Context: an optimization exercise on an open-source flow, tuned for small area, a short achievable clock period and few clock cycles. The choices shown serve that exercise and are no tape-out recipe. Where RTL was checked, it was by simulation tests only, not by an equivalence proof against the original. Power and IR drop assume default switching activity.

main:
==> flow/design.v <==
`timescale 1ns/10ps
module  ATCONV(
	input		clk,
	input		reset,
	output	reg	busy,
	input		ready,
	output reg	[11:0]	iaddr,
	input signed [12:0]	idata,
	output	reg 	cwr,
	output reg	[11:0]	caddr_wr,
	output reg 	[12:0] 	cdata_wr,
	output	reg 	crd,
	output reg	[11:0] 	caddr_rd,
	input 	[12:0] 	cdata_rd,
	output reg 	csel
	);
reg        fin;
reg [3:0]  ph;         
reg [5:0]  B;          
reg        ex;         
reg        dup;        
reg [8:0]  D;          
reg [11:0] Ta, Tb;     
reg [12:0] Va, Vb;     
reg [12:0] Xa, Xb;     
reg        colv;       
reg [10:0] pos;        
reg        ov;         
reg [12:0] RD;         
wire ph0 = ph[0];
wire ph1 = ph[1];
wire ph2 = ph[2];
wire ph3 = ph[3];
wire [5:0] x  = iaddr[5:0];
wire [5:0] n  = {x[0], x[5:1] ^ {5{x[0]}}};
wire       n0 = (x == 6'd0) & ~ex;
wire [5:0] n1 = n + 6'd1;
wire       wrap = (x == 6'd1) & ~dup;
wire [5:0] xn = (ex | wrap) ? 6'd0 : dup ? x : {n1[4:0] ^ {5{n1[5]}}, n1[5]};
wire       dupn = ex | ((x == 6'd62) & ~dup);
wire       cv = !n0 && !((x == 6'd63) && !dup) && !B[5];
wire [5:0] B_n = B + {5'd0, ex};
wire [3:0] q   = B[4:1];
wire       p   = B[0];
wire [3:0] qn  = B_n[4:1];
wire [5:0] rtopn = (qn == 4'd0) ? 6'd0 : {qn - 4'd1, 1'b1, B_n[0]};
wire [5:0] rbot  = (q == 4'd15) ? 6'd63 : {q + 4'd1, 1'b0, p};
wire [4:0]  pq = pos[10:7];
wire        pp = pos[6];
wire [5:0]  o  = pos[5:0];
wire [10:0] pn = pos + 11'd1;
wire [4:0]  co = o[4:0] ^ {5{o[5]}};
wire [4:0]  cn = pn[4:0] ^ {5{pn[5]}};
wire        pool = pp | o[5];
wire [11:0] tw = {3'd0, D};
wire [11:0] t4 = {1'b0, D, 2'b00};
wire [12:0] vw = {3'b111, ~D, 1'b0};
wire [12:0] v8 = {D, 4'b0000};
wire [11:0] Ta_n = (ph1 ? 12'd3 : Ta) + (ph2 ? t4 : tw);
wire [12:0] Va_n = (ph0 ? ~{1'b0, Ta} : Va) + (ph0 ? 13'd0 : ph2 ? v8 : vw);
wire [11:0] Tb_n = (ph2 ? 12'd3 : Tb) + (ph3 ? t4 : tw);
wire [12:0] Vb_n = (ph2 ? ~{1'b0, Tb} : Vb) + (ph3 ? v8 : vw);
wire [12:0] so  = ph0 ? Xa + ~{1'b0, Ta} : Xb + ~{1'b0, Tb};
wire [12:0] l0  = so[12] ? 13'd0 : so;
wire        gt  = RD > cdata_wr;
wire [12:0] mx  = gt ? RD : cdata_wr;
wire [12:0] rr  = (RD[3:0] == 4'd0) ? RD : {RD[12:4] + 9'd1, 4'd0};
wire [12:0] rc  = (cdata_wr[3:0] == 4'd0) ? cdata_wr : {cdata_wr[12:4] + 9'd1, 4'd0};
wire [12:0] mr  = gt ? rr : rc;       
wire [12:0] mg  = (pp & o[5]) ? mr : mx;
always @(posedge clk) begin
	D  <= idata[12:4];
	RD <= cdata_rd;
	Ta <= Ta_n;
	Va <= Va_n;
	if (!ph1) begin
		Tb <= Tb_n;
		Vb <= Vb_n;
	end
	if (ph0) Xa <= Va;
	if (ph2) Xb <= Vb;
	cdata_wr <= (ph0 | ph2) ? l0 : mg;
	if (reset) begin
		busy <= 1'b0;
		fin <= 1'b0;
		ph <= 4'b0001;
		B <= 6'd0;
		ex <= 1'b0;
		dup <= 1'b1;
		iaddr <= 12'd0;
		colv <= 1'b0;
		ov <= 1'b0;
		pos <= 11'h7ff;
		cwr <= 1'b0;
		crd <= 1'b0;
	end else begin
		if (ready && !fin) busy <= 1'b1;
		ph <= {ph[2:0], ph[3]};
		case (1'b1)
		ph0: begin
			iaddr[11:6] <= {q, 1'b0, p};
			ov <= colv;
			if (colv) pos <= pn;
			cwr <= colv & ~fin;
			crd <= colv & ~pn[6] & pn[5];
			if (B[5] && n0 && !dup) begin
				busy <= 1'b0;
				fin <= 1'b1;
				cwr <= 1'b0;
				crd <= 1'b0;
			end
		end
		ph1: begin
			iaddr[11:6] <= {q, 1'b1, p};
			cwr <= ov & pool & ~fin;
			crd <= ov & pp;
		end
		ph2: begin
			colv <= cv;
			iaddr[11:6] <= rbot;
			cwr <= ov & ~fin;
			crd <= cv & ~pn[6] & pn[5];
		end
		default: begin
			iaddr <= {rtopn, xn};
			ex <= wrap;
			dup <= dupn;
			B <= B_n;
			cwr <= ov & pool & ~fin;
			crd <= cv & pn[6];
		end
		endcase
	end
end
always @(posedge clk) begin
	case (1'b1)
	ph0: begin
		csel <= 1'b0;
		caddr_wr <= {pn[10:7], 1'b0, pn[6], cn, pn[5]};
		caddr_rd <= {pn[10:7], 1'b1, pn[6], cn, 1'b0};
	end
	ph1: begin
		csel <= 1'b1;
		caddr_wr <= {2'b00, pq, 1'b0, co};
		caddr_rd <= {2'b00, pq, 1'b1, co};
	end
	ph2: begin
		csel <= 1'b0;
		caddr_wr <= {pq, 1'b1, pp, co, o[5]};
		caddr_rd <= {pn[10:7], 1'b0, pn[6], cn, 1'b0};
	end
	default: begin
		csel <= 1'b1;
		caddr_wr <= {2'b00, pq, 1'b1, co};
		caddr_rd <= {2'b00, pn[10:7], 1'b0, cn};
	end
	endcase
end
endmodule
Settings: LEC_CHECK=0, ABC_CLOCK_PERIOD_IN_PS=2500, CAP_MARGIN=20, CORE_MARGIN=2, CORE_UTILIZATION=40, CTS_BUF_LIST=sky130_fd_sc_hd__clkbuf_8, SETUP_SLACK_MARGIN=5, SLEW_MARGIN=20; clock period 8.0 ns.
standard.sh (not shown) runs the stock make flow with config.mk's settings and CLKGATE_MAP_FILE= SYNTH_SCRIPT=/design/flow/synth_recipe.tcl, a recipe that flattens the netlist after the stock synthesis.
==> flow/flow/run.sh <==
#!/bin/bash
set -euo pipefail
export BUFFER_PORTS_ARGS="-buffer_cell sky130_fd_sc_hd__buf_1"
bash standard.sh SETUP_SLACK_MARGIN=5.3 finish > standard.log 2>&1
Inputs modified between main and the feature branch:
--- a/flow/design.v
+++ b/flow/design.v
@@ -25,9 +25,8 @@
 reg [12:0] Xa, Xb;     
 reg        colv;       
 reg [10:0] pos;        
 reg        ov;         
-reg [12:0] RD;         
 wire ph0 = ph[0];
 wire ph1 = ph[1];
 wire ph2 = ph[2];
 wire ph3 = ph[3];
@@ -61,17 +60,14 @@
 wire [11:0] Tb_n = (ph2 ? 12'd3 : Tb) + (ph3 ? t4 : tw);
 wire [12:0] Vb_n = (ph2 ? ~{1'b0, Tb} : Vb) + (ph3 ? v8 : vw);
 wire [12:0] so  = ph0 ? Xa + ~{1'b0, Ta} : Xb + ~{1'b0, Tb};
 wire [12:0] l0  = so[12] ? 13'd0 : so;
-wire        gt  = RD > cdata_wr;
-wire [12:0] mx  = gt ? RD : cdata_wr;
-wire [12:0] rr  = (RD[3:0] == 4'd0) ? RD : {RD[12:4] + 9'd1, 4'd0};
-wire [12:0] rc  = (cdata_wr[3:0] == 4'd0) ? cdata_wr : {cdata_wr[12:4] + 9'd1, 4'd0};
-wire [12:0] mr  = gt ? rr : rc;       
+wire        gt  = cdata_rd > cdata_wr;
+wire [12:0] mx  = gt ? cdata_rd : cdata_wr;
+wire [12:0] mr  = (mx[3:0] == 4'd0) ? mx : {mx[12:4] + 9'd1, 4'd0};
 wire [12:0] mg  = (pp & o[5]) ? mr : mx;
 always @(posedge clk) begin
 	D  <= idata[12:4];
-	RD <= cdata_rd;
 	Ta <= Ta_n;
 	Va <= Va_n;
 	if (!ph1) begin
 		Tb <= Tb_n;
@@ -118,9 +114,9 @@
 		ph2: begin
 			colv <= cv;
 			iaddr[11:6] <= rbot;
 			cwr <= ov & ~fin;
-			crd <= cv & ~pn[6] & pn[5];
+			crd <= ov & ~pp & o[5];
 		end
 		default: begin
 			iaddr <= {rtopn, xn};
 			ex <= wrap;
@@ -136,9 +132,9 @@
 	case (1'b1)
 	ph0: begin
 		csel <= 1'b0;
 		caddr_wr <= {pn[10:7], 1'b0, pn[6], cn, pn[5]};
-		caddr_rd <= {pn[10:7], 1'b1, pn[6], cn, 1'b0};
+		caddr_rd <= {pn[10:7], 1'b0, pn[6], cn, 1'b0};    
 	end
 	ph1: begin
 		csel <= 1'b1;
 		caddr_wr <= {2'b00, pq, 1'b0, co};
@@ -146,9 +142,9 @@
 	end
 	ph2: begin
 		csel <= 1'b0;
 		caddr_wr <= {pq, 1'b1, pp, co, o[5]};
-		caddr_rd <= {pn[10:7], 1'b0, pn[6], cn, 1'b0};
+		caddr_rd <= {pq, 1'b1, pp, co, 1'b0};              
 	end
 	default: begin
 		csel <= 1'b1;
 		caddr_wr <= {2'b00, pq, 1'b1, co};
==> summary.txt <==
The feature branch did not stop at any stage, and its layout met the timing, DRC and antenna checks. Delta (the feature branch minus main): fmax now sits lower; die area shrank by about 5.5%; growth of design area from synthesis to finish moved up; worst setup slack shrank by 770 ps; share of synthesized area occupied by flip-flops and latches now smaller. Going from main to the feature branch, internal power contribution shrank by a few percent. Of the feature branch and main, the run reporting the lower cell area after layout was the feature branch.
Function was not checked in any run of this note: the RTL went through the layout flow alone.

========
garnet:
Another version of the RTL of ATCONV (not shown whole).
For scale: roughly 82 I/O pins, roughly 0.011 sq mm of cells after synthesis.
==> module ATCONV, before the edit <==
module  ATCONV(
	input		clk,
	input		reset,
	output	reg	busy,
	input		ready,
	output reg	[11:0]	iaddr,
	input signed [12:0]	idata,
	output	reg 	cwr,
	output reg	[11:0]	caddr_wr,
	output reg 	[12:0] 	cdata_wr,
	output	reg 	crd,
	output reg	[11:0] 	caddr_rd,
	input 	[12:0] 	cdata_rd,
	output reg 	csel
	);
reg        fin;
reg [3:0]  ph;         
reg [5:0]  B;          
reg        ex;         
reg        dup;        
reg [8:0]  D;          
reg [11:0] Ta, Tb;     
reg [12:0] Va, Vb;     
reg [12:0] Xa, Xb;     
reg        colv;       
reg [10:0] pos;        
reg        ov;         
reg [12:0] RD;         
wire ph0 = ph[0];
wire ph1 = ph[1];
wire ph2 = ph[2];
wire ph3 = ph[3];
wire [5:0] x  = iaddr[5:0];
wire [5:0] n  = {x[0], x[5:1] ^ {5{x[0]}}};
wire       n0 = (x == 6'd0) & ~ex;
wire [5:0] n1 = n + 6'd1;
wire       wrap = (x == 6'd1) & ~dup;
wire [5:0] xn = (ex | wrap) ? 6'd0 : dup ? x : {n1[4:0] ^ {5{n1[5]}}, n1[5]};
wire       dupn = ex | ((x == 6'd62) & ~dup);
wire       cv = !n0 && !((x == 6'd63) && !dup) && !B[5];
wire [5:0] B_n = B + {5'd0, ex};
wire [3:0] q   = B[4:1];
wire       p   = B[0];
wire [3:0] qn  = B_n[4:1];
wire [5:0] rtopn = (qn == 4'd0) ? 6'd0 : {qn - 4'd1, 1'b1, B_n[0]};
wire [5:0] rbot  = (q == 4'd15) ? 6'd63 : {q + 4'd1, 1'b0, p};
wire [4:0]  pq = pos[10:7];
wire        pp = pos[6];
wire [5:0]  o  = pos[5:0];
wire [10:0] pn = pos + 11'd1;
wire [4:0]  co = o[4:0] ^ {5{o[5]}};
wire [4:0]  cn = pn[4:0] ^ {5{pn[5]}};
wire        pool = pp | o[5];
wire [11:0] tw = {3'd0, D};
wire [11:0] t4 = {1'b0, D, 2'b00};
wire [12:0] vw = {3'b111, ~D, 1'b0};
wire [12:0] v8 = {D, 4'b0000};
wire [11:0] Ta_n = (ph1 ? 12'd3 : Ta) + (ph2 ? t4 : tw);
wire [12:0] Va_n = (ph0 ? ~{1'b0, Ta} : Va) + (ph0 ? 13'd0 : ph2 ? v8 : vw);
wire [11:0] Tb_n = (ph2 ? 12'd3 : Tb) + (ph3 ? t4 : tw);
wire [12:0] Vb_n = (ph2 ? ~{1'b0, Tb} : Vb) + (ph3 ? v8 : vw);
wire [12:0] so  = ph0 ? Xa + ~{1'b0, Ta} : Xb + ~{1'b0, Tb};
wire [12:0] l0  = so[12] ? 13'd0 : so;
wire        gt  = RD > cdata_wr;
wire [12:0] mx  = gt ? RD : cdata_wr;
wire [12:0] mr  = (mx[3:0] == 4'd0) ? mx : {mx[12:4] + 9'd1, 4'd0};
wire [12:0] mg  = (pp & o[5]) ? mr : mx;
always @(posedge clk) begin
	D  <= idata[12:4];
	RD <= cdata_rd;
	Ta <= Ta_n;
	Va <= Va_n;
	if (!ph1) begin
		Tb <= Tb_n;
		Vb <= Vb_n;
	end
	if (ph0) Xa <= Va;
	if (ph2) Xb <= Vb;
	cdata_wr <= (ph0 | ph2) ? l0 : mg;
	if (reset) begin
		busy <= 1'b0;
		fin <= 1'b0;
		ph <= 4'b0001;
		B <= 6'd0;
		ex <= 1'b0;
		dup <= 1'b1;
		iaddr <= 12'd0;
		colv <= 1'b0;
		ov <= 1'b0;
		pos <= 11'h7ff;
		cwr <= 1'b0;
		crd <= 1'b0;
	end else begin
		if (ready && !fin) busy <= 1'b1;
		ph <= {ph[2:0], ph[3]};
		case (1'b1)
		ph0: begin
			iaddr[11:6] <= {q, 1'b0, p};
			ov <= colv;
			if (colv) pos <= pn;
			cwr <= colv & ~fin;
			crd <= colv & ~pn[6] & pn[5];
			if (B[5] && n0 && !dup) begin
				busy <= 1'b0;
				fin <= 1'b1;
				cwr <= 1'b0;
				crd <= 1'b0;
			end
		end
		ph1: begin
			iaddr[11:6] <= {q, 1'b1, p};
			cwr <= ov & pool & ~fin;
			crd <= ov & pp;
		end
		ph2: begin
			colv <= cv;
			iaddr[11:6] <= rbot;
			cwr <= ov & ~fin;
			crd <= cv & ~pn[6] & pn[5];
		end
		default: begin
			iaddr <= {rtopn, xn};
			ex <= wrap;
			dup <= dupn;
			B <= B_n;
			cwr <= ov & pool & ~fin;
			crd <= cv & pn[6];
		end
		endcase
	end
end
always @(posedge clk) begin
	case (1'b1)
	ph0: begin
		csel <= 1'b0;
		caddr_wr <= {pn[10:7], 1'b0, pn[6], cn, pn[5]};
		caddr_rd <= {pn[10:7], 1'b1, pn[6], cn, 1'b0};
	end
	ph1: begin
		csel <= 1'b1;
		caddr_wr <= {2'b00, pq, 1'b0, co};
		caddr_rd <= {2'b00, pq, 1'b1, co};
	end
	ph2: begin
		csel <= 1'b0;
		caddr_wr <= {pq, 1'b1, pp, co, o[5]};
		caddr_rd <= {pn[10:7], 1'b0, pn[6], cn, 1'b0};
	end
	default: begin
		csel <= 1'b1;
		caddr_wr <= {2'b00, pq, 1'b1, co};
		caddr_rd <= {2'b00, pn[10:7], 1'b0, cn};
	end
	endcase
end
endmodule
==> flow/config.mk <==
export PLATFORM = sky130hd
export DESIGN_NAME = ATCONV
export DESIGN_NICKNAME = ATCONV
export VERILOG_FILES = /design/flow/design.v
export SDC_FILE = /design/flow/constraint.sdc
export NUM_CORES = 4
export LEC_CHECK = 0
export ABC_CLOCK_PERIOD_IN_PS = 2500
export CAP_MARGIN = 20
export CORE_MARGIN = 2
export CORE_UTILIZATION = 40
export CTS_BUF_LIST = sky130_fd_sc_hd__clkbuf_8
export SETUP_SLACK_MARGIN = 5
export SLEW_MARGIN = 20
==> flow/constraint.sdc <==
create_clock -name core_clock -period 8.0 [get_ports {clk}]
set_input_delay 1.6000 -clock core_clock [delete_from_list [all_inputs] [get_ports {clk}]]
set_output_delay 1.6000 -clock core_clock [all_outputs]
set_load 0.01 [all_outputs]
Scripts as last shown in full above: flow/flow/run.sh
garnet closes out successfully: all stages finished, all timing, DRC and antenna checks passed.
Testbench counts of garnet, summed over its fixed seeds: cycles 102,972.
What willow does differently from garnet at the input level:
--- a/flow/design.v
+++ b/flow/design.v
@@ -26,7 +26,7 @@
 reg        colv;       
 reg [10:0] pos;        
 reg        ov;         
-reg [12:0] RD;         
+reg [11:0] RD;         
 wire ph0 = ph[0];
 wire ph1 = ph[1];
 wire ph2 = ph[2];
@@ -58,23 +58,21 @@
 wire [12:0] v8 = {D, 4'b0000};
 wire [11:0] Ta_n = (ph1 ? 12'd3 : Ta) + (ph2 ? t4 : tw);
 wire [12:0] Va_n = (ph0 ? ~{1'b0, Ta} : Va) + (ph0 ? 13'd0 : ph2 ? v8 : vw);
-wire [11:0] Tb_n = (ph2 ? 12'd3 : Tb) + (ph3 ? t4 : tw);
-wire [12:0] Vb_n = (ph2 ? ~{1'b0, Tb} : Vb) + (ph3 ? v8 : vw);
+wire [11:0] Tb_n = (ph2 ? 12'd3 : Tb) + (ph1 ? 12'd0 : ph3 ? t4 : tw);
+wire [12:0] Vb_n = (ph2 ? ~{1'b0, Tb} : Vb) + (ph1 ? 13'd0 : ph3 ? v8 : vw);
 wire [12:0] so  = ph0 ? Xa + ~{1'b0, Ta} : Xb + ~{1'b0, Tb};
 wire [12:0] l0  = so[12] ? 13'd0 : so;
-wire        gt  = RD > cdata_wr;
-wire [12:0] mx  = gt ? RD : cdata_wr;
+wire        gt  = {1'b0, RD} > cdata_wr;
+wire [12:0] mx  = gt ? {1'b0, RD} : cdata_wr;
 wire [12:0] mr  = (mx[3:0] == 4'd0) ? mx : {mx[12:4] + 9'd1, 4'd0};
 wire [12:0] mg  = (pp & o[5]) ? mr : mx;
 always @(posedge clk) begin
 	D  <= idata[12:4];
-	RD <= cdata_rd;
+	RD <= cdata_rd[11:0];
 	Ta <= Ta_n;
 	Va <= Va_n;
-	if (!ph1) begin
-		Tb <= Tb_n;
-		Vb <= Vb_n;
-	end
+	Tb <= Tb_n;
+	Vb <= Vb_n;
 	if (ph0) Xa <= Va;
 	if (ph2) Xb <= Vb;
 	cdata_wr <= (ph0 | ph2) ? l0 : mg;
Results
- | net switching share of the total power | willow vs garnet | 0.43 points higher |
- From garnet to willow the numbers moved as follows: register bit total from synthesis shrank by about 0.56%, depth of the most critical reg-to-reg path fell by 1, relative area change from synthesis to final layout shows an increase of 0.53 points, wire length went up by 1.8%.
No functional check of the RTL was part of willow.

port drivers added, routing unchanged:
The results above use ideal ports. As a check the final layouts listed here were re-extracted and re-timed, cells and wires unchanged.
Step 1 (the two cells are an assumption about what drives the block):
set clk [get_ports {clk}]
set_driving_cell -lib_cell sky130_fd_sc_hd__clkbuf_16 $clk
set_driving_cell -lib_cell sky130_fd_sc_hd__buf_2 [delete_from_list [all_inputs] $clk]
Step 2 adds t to the input delays and takes it off the output delays; t is the mean of the earliest and latest rising clock arrival at the registers after step 1. Input paths then give back, and output paths get back, about the clock's delay inside the block.
a / b / c = ideal / step 1 / step 2; a / b = the first two.
| run | t, ns | slack for setup (ns) | worst setup path at the end | clock arrival spread, ns | worst data-port slew with drivers (ns) |
|---|---|---|---|---|---|
| main | 0.514 | 5.252 / 5.207 / 5.127 | input to register | 0.020 / 0.019 | 0.03 |
| the feature branch | 0.508 | 4.482 / 4.502 / 3.993 | input to register | 0.017 / 0.017 | 0.05 |
| garnet | 0.503 | 5.312 / 5.272 / 5.341 | register to register | 0.021 / 0.020 | 0.03 |
| willow | 0.504 | 4.967 / 4.967 / 4.967 | register to register | 0.017 / 0.017 | 0.03 |
After both steps setup and hold are still met in every run listed. For the feature branch, which loses most, drivers alone change the setup slack by +0.020 ns; drivers and shift together by -0.489 ns.
